What follows belongs to an exercise in optimizing a design on an open flow for small area, a short achievable clock period and few clock cycles; a production flow would make more cautious choices. The RTL was checked by simulation tests, not by an equivalence proof against the original design. Power is estimated from default activity; no workload was simulated.

== old ==
==> flow/design.v <==
module soma
(
    input clock, reset, start, op,
    input [31:0] data_a, data_b,
    output [31:0] data_o,
    output busy, ready
);
    wire [24:0] v_d;
    wire rnd_d, sgn_d;
    wire [7:0] e_d;
    soma_add add (.op(op), .a(data_a), .b(data_b),
                  .v(v_d), .rnd(rnd_d), .e(e_d), .sgn(sgn_d));
    reg [24:0] v_q;
    reg rnd_q, sgn_q;
    reg [7:0] e_q;
    always @(posedge clock or posedge reset) begin
        if (reset) begin
            v_q <= 25'd0;
            rnd_q <= 1'b0;
            e_q <= 8'd0;
            sgn_q <= 1'b0;
        end else if (start) begin
            v_q <= v_d;
            rnd_q <= rnd_d;
            e_q <= e_d;
            sgn_q <= sgn_d;
        end
    end
    soma_norm norm (.v(v_q), .rnd(rnd_q), .e(e_q), .sgn(sgn_q), .o(data_o));
    assign ready = 1'b1;
    assign busy = 1'b0;
endmodule
module soma_add
(
    input op,
    input [31:0] a, b,
    output [24:0] v,
    output rnd,
    output [7:0] e,
    output sgn
);
    wire [7:0] ea = a[30:23], eb = b[30:23];
    wire sa = a[31], sb = b[31];
    wire [8:0] dab = {1'b0, ea} - {1'b0, eb};
    wire [7:0] dba = eb - ea;
    wire e_lt = ea < eb;
    wire e_eq = (ea == eb);
    wire f_gt = a[22:0] > b[22:0];
    wire abig = ~e_lt & (~e_eq | f_gt);
    wire [7:0] d = e_lt ? dba : dab[7:0];
    wire sub = (op != (sa == sb));
    wire dD = ({1'b0, ea} >= {1'b0, eb} + 9'd233) | ({1'b0, eb} >= {1'b0, ea} + 9'd233);
    wire regB = ~dD & (d >= 8'd105);   
    wire sel_a = e_eq ? f_gt : ~e_lt ^ dD;
    wire [23:0] P = sel_a ? {1'b1, a[22:0]} : {1'b1, b[22:0]};
    wire [23:0] ai = {1'b1, a[22:0]} ^ {24{sub}};
    wire [23:0] bi = {1'b1, b[22:0]} ^ {24{sub}};
    wire [23:0] Qi = sel_a ? bi : ai;
    wire [7:0] eP = sel_a ? ea : eb;
    wire [7:0] eS = e_lt ? ea : eb;
    wire [7:0] sh = sel_a ? dab[7:0] : dba;
    wire [6:0] dn = ~d[6:0];           
    reg [23:0] mask;
    integer i;
    always @* begin
        for (i = 0; i < 24; i = i + 1)
            mask[i] = ~regB | (~d[7] & (dn >= i));
    end
    wire [23:0] Pm = P & mask;
    wire zero_p = regB & ~|Pm;
    reg [22:0] zs;
    always @* begin
        zs[0] = (d <= 8'd129);
        for (i = 1; i < 23; i = i + 1)
            zs[i] = ({1'b0, d} <= 9'd104 + i);
    end
    wire spec = zero_p | (dD & sub);
    wire [22:0] frac_s = sub ? (dD ? 23'h7FFFFF : zs) : 23'd0;
    wire [7:0] exp_s = sub ? eS + 8'd104 : eS;
    wire sh_big = |sh[7:5];
    wire [24:0] fill = {25{sub}};
    wire [24:0] rin = (sh_big | (dD & sub)) ? fill : {Qi, sub};
    wire [24:0] s16 = sh[4] ? {fill[15:0], rin[24:16]} : rin;
    wire [24:0] s8 = sh[3] ? {fill[7:0], s16[24:8]} : s16;
    wire [24:0] s4 = sh[2] ? {fill[3:0], s8[24:4]} : s8;
    wire [24:0] s2 = sh[1] ? {fill[1:0], s4[24:2]} : s4;
    wire [24:0] sout = sh[0] ? {fill[0], s2[24:1]} : s2;
    wire allone = ~sh_big & (~sh[4] | &rin[15:0]) & (~sh[3] | &s16[7:0])
                & (~sh[2] | &s8[3:0]) & (~sh[1] | &s4[1:0]) & (~sh[0] | s2[0]);
    wire [25:0] X;
    soma_ks26 adder (.x({1'b0, spec ? {1'b1, frac_s} : Pm, 1'b0}),
                     .y({sub, sout}),
                     .ci(sub & (spec | allone)), .s(X));
    assign v = X[25:1];
    assign rnd = ~spec & X[0] & (d > 8'd2) & ~dD;
    assign e = (spec ? exp_s : eP) - 8'd24;
    assign sgn = (sa == sb) ? (op ? sa : (abig ? sa : ~sb))
                            : (op ? (abig ? sa : sb) : sa);
endmodule
module soma_norm
(
    input [24:0] v,
    input rnd,
    input [7:0] e,
    input sgn,
    output [31:0] o
);
    wire [4:0] lz;                     
    soma_lz32 lzc (.x({v, 7'h40}), .n(lz));
    wire [24:0] sv = v << lz;
    wire [22:0] inc = (v[24] ? v[23:1] : v[22:0]) + {22'd0, rnd};
    wire [22:0] frac = (v[24] | v[23]) ? inc : {sv[23:2], rnd};
    wire [4:0] p1 = 5'd25 - lz;
    wire [7:0] ex = e + {3'd0, p1};
    assign o = {sgn, ex, frac};
endmodule
module soma_lz32 (input [31:0] x, output [4:0] n);
    wire [15:0] v1;
    wire [15:0] z1;
    genvar i;
    generate
        for (i = 0; i < 16; i = i + 1) begin : l1
            assign v1[i] = x[2*i+1] | x[2*i];
            assign z1[i] = ~x[2*i+1];
        end
    endgenerate
    wire [7:0] v2;
    wire [15:0] z2;
    generate
        for (i = 0; i < 8; i = i + 1) begin : l2
            assign v2[i] = v1[2*i+1] | v1[2*i];
            assign z2[2*i+1] = ~v1[2*i+1];
            assign z2[2*i] = v1[2*i+1] ? z1[2*i+1] : z1[2*i];
        end
    endgenerate
    wire [3:0] v3;
    wire [11:0] z3;
    generate
        for (i = 0; i < 4; i = i + 1) begin : l3
            assign v3[i] = v2[2*i+1] | v2[2*i];
            assign z3[3*i+2] = ~v2[2*i+1];
            assign z3[3*i+1:3*i] = v2[2*i+1] ? z2[4*i+3:4*i+2] : z2[4*i+1:4*i];
        end
    endgenerate
    wire [1:0] v4;
    wire [7:0] z4;
    generate
        for (i = 0; i < 2; i = i + 1) begin : l4
            assign v4[i] = v3[2*i+1] | v3[2*i];
            assign z4[4*i+3] = ~v3[2*i+1];
            assign z4[4*i+2:4*i] = v3[2*i+1] ? z3[6*i+5:6*i+3] : z3[6*i+2:6*i];
        end
    endgenerate
    assign n = {~v4[1], v4[1] ? z4[7:4] : z4[3:0]};
endmodule
module soma_ks26 (input [25:0] x, y, input ci, output [25:0] s);
    wire [25:0] p = x ^ y;
    wire [25:0] g0 = x & y;
    wire [25:0] G0 = {g0[25:1], g0[0] | (p[0] & ci)};
    wire [25:0] P0 = p;
    wire [25:0] G1, P1, G2, P2, G3, P3, G4, P4, G5, P5;
    genvar i;
    generate
        for (i = 0; i < 26; i = i + 1) begin : k1
            if (i >= 1) begin
                assign G1[i] = G0[i] | (P0[i] & G0[i-1]);
                assign P1[i] = P0[i] & P0[i-1];
            end else begin
                assign G1[i] = G0[i]; assign P1[i] = P0[i];
            end
            if (i >= 2) begin
                assign G2[i] = G1[i] | (P1[i] & G1[i-2]);
                assign P2[i] = P1[i] & P1[i-2];
            end else begin
                assign G2[i] = G1[i]; assign P2[i] = P1[i];
            end
            if (i >= 4) begin
                assign G3[i] = G2[i] | (P2[i] & G2[i-4]);
                assign P3[i] = P2[i] & P2[i-4];
            end else begin
                assign G3[i] = G2[i]; assign P3[i] = P2[i];
            end
            if (i >= 8) begin
                assign G4[i] = G3[i] | (P3[i] & G3[i-8]);
                assign P4[i] = P3[i] & P3[i-8];
            end else begin
                assign G4[i] = G3[i]; assign P4[i] = P3[i];
            end
            if (i >= 16) begin
                assign G5[i] = G4[i] | (P4[i] & G4[i-16]);
            end else begin
                assign G5[i] = G4[i];
            end
        end
    endgenerate
    assign s = p ^ {G5[24:0], ci};
endmodule
export LEC_CHECK = 0
export ABC_AREA = 1
export CAP_MARGIN = 20
export CORE_MARGIN = 2
export CORE_UTILIZATION = 40
export SETUP_SLACK_MARGIN = 2.0
export SLEW_MARGIN = 20
create_clock -name core_clock -period 8.0 [get_ports {clock}]
standard.sh (not shown) runs the stock make flow with config.mk's settings and CLKGATE_MAP_FILE= SYNTH_SCRIPT=/design/flow/synth_recipe.tcl, a recipe that flattens the netlist after the stock synthesis.
==> flow/flow/run.sh <==
#!/bin/bash
set -euo pipefail
bash standard.sh ADDER_MAP_FILE= "BUFFER_PORTS_ARGS=-buffer_cell sky130_fd_sc_hd__buf_2" finish > make.log 2>&1
Testbench counts of old, summed over its fixed seeds: cycles 3,208.
diff inputs: old => new
diff --git a/flow/design.v b/flow/design.v
--- a/flow/design.v
+++ b/flow/design.v
@@ -44,5 +44,5 @@
     wire [8:0] dab = {1'b0, ea} - {1'b0, eb};
     wire [7:0] dba = eb - ea;
-    wire e_lt = ea < eb;
+    wire e_lt = dab[8];
     wire e_eq = (ea == eb);
     wire f_gt = a[22:0] > b[22:0];
@@ -50,5 +50,5 @@
     wire [7:0] d = e_lt ? dba : dab[7:0];
     wire sub = (op != (sa == sb));
-    wire dD = ({1'b0, ea} >= {1'b0, eb} + 9'd233) | ({1'b0, eb} >= {1'b0, ea} + 9'd233);
+    wire dD = e_lt ? (dba >= 8'd233) : (dab[7:0] >= 8'd233);
     wire regB = ~dD & (d >= 8'd105);   
     wire sel_a = e_eq ? f_gt : ~e_lt ^ dD;
@@ -156,42 +156,24 @@
 module soma_ks26 (input [25:0] x, y, input ci, output [25:0] s);
     wire [25:0] p = x ^ y;
-    wire [25:0] g0 = x & y;
-    wire [25:0] G0 = {g0[25:1], g0[0] | (p[0] & ci)};
-    wire [25:0] P0 = p;
-    wire [25:0] G1, P1, G2, P2, G3, P3, G4, P4, G5, P5;
-    genvar i;
-    generate
-        for (i = 0; i < 26; i = i + 1) begin : k1
-            if (i >= 1) begin
-                assign G1[i] = G0[i] | (P0[i] & G0[i-1]);
-                assign P1[i] = P0[i] & P0[i-1];
-            end else begin
-                assign G1[i] = G0[i]; assign P1[i] = P0[i];
-            end
-            if (i >= 2) begin
-                assign G2[i] = G1[i] | (P1[i] & G1[i-2]);
-                assign P2[i] = P1[i] & P1[i-2];
-            end else begin
-                assign G2[i] = G1[i]; assign P2[i] = P1[i];
-            end
-            if (i >= 4) begin
-                assign G3[i] = G2[i] | (P2[i] & G2[i-4]);
-                assign P3[i] = P2[i] & P2[i-4];
-            end else begin
-                assign G3[i] = G2[i]; assign P3[i] = P2[i];
-            end
-            if (i >= 8) begin
-                assign G4[i] = G3[i] | (P3[i] & G3[i-8]);
-                assign P4[i] = P3[i] & P3[i-8];
-            end else begin
-                assign G4[i] = G3[i]; assign P4[i] = P3[i];
-            end
-            if (i >= 16) begin
-                assign G5[i] = G4[i] | (P4[i] & G4[i-16]);
-            end else begin
-                assign G5[i] = G4[i];
+    wire [25:0] g = x & y;
+    reg [25:0] G [0:5];
+    reg [25:0] Pp [0:5];
+    integer k, i, j;
+    always @* begin
+        G[0] = {g[25:1], g[0] | (p[0] & ci)};
+        Pp[0] = p;
+        for (k = 1; k <= 5; k = k + 1) begin
+            for (i = 0; i < 26; i = i + 1) begin
+                j = ((i >> (k - 1)) << (k - 1)) - 1;
+                if (((i >> (k - 1)) & 1) == 1) begin
+                    G[k][i] = G[k-1][i] | (Pp[k-1][i] & G[k-1][j]);
+                    Pp[k][i] = Pp[k-1][i] & Pp[k-1][j];
+                end else begin
+                    G[k][i] = G[k-1][i];
+                    Pp[k][i] = Pp[k-1][i];
+                end
             end
         end
-    endgenerate
-    assign s = p ^ {G5[24:0], ci};
+    end
+    assign s = p ^ {G[5][24:0], ci};
 endmodule
==> comparison <==
- Row fill cell instance count of the final layout: new lower / old higher
- | synthesized netlist cell count | lower: new |
- Vertical extent of the die delta for new relative to old: about 5% lower
- new against old: tapcell count down about 13%; sequential share of layout area now larger; internal power contribution went down by 3.5%; relative area of clock buffers and inverters in the final design essentially unchanged; non-clock buffer count picked up an extra 15.
Testbench counts of new, summed over its fixed seeds: cycles 3,208.

static timing again, ports no longer ideal:
The results above use ideal ports. As a check the final layouts listed here were re-extracted and re-timed, cells and wires unchanged.
Step 1: set_driving_cell puts a clkbuf_16 on clock and a buf_2 on each other input, an assumption about the parent block.
Step 2 adds t to the input delays and takes it off the output delays; t is the mean of the earliest and latest rising clock arrival at the registers after step 1. Input paths then give back, and output paths get back, about the clock's delay inside the block.
a / b / c = ideal / step 1 / step 2; a / b = the first two.
run | t, ns | slack for setup (ns) | latest minus earliest clock arrival (ns)
old | 0.328 | 2.106 / 2.068 / 1.833 | 0.009 / 0.009
new | 0.321 | 2.028 / 1.989 / 1.784 | 0.010 / 0.010
After both steps every run listed still meets setup and hold. The setup slack of old, which loses most, moves by -0.038 ns with the drivers and by -0.273 ns with both steps.
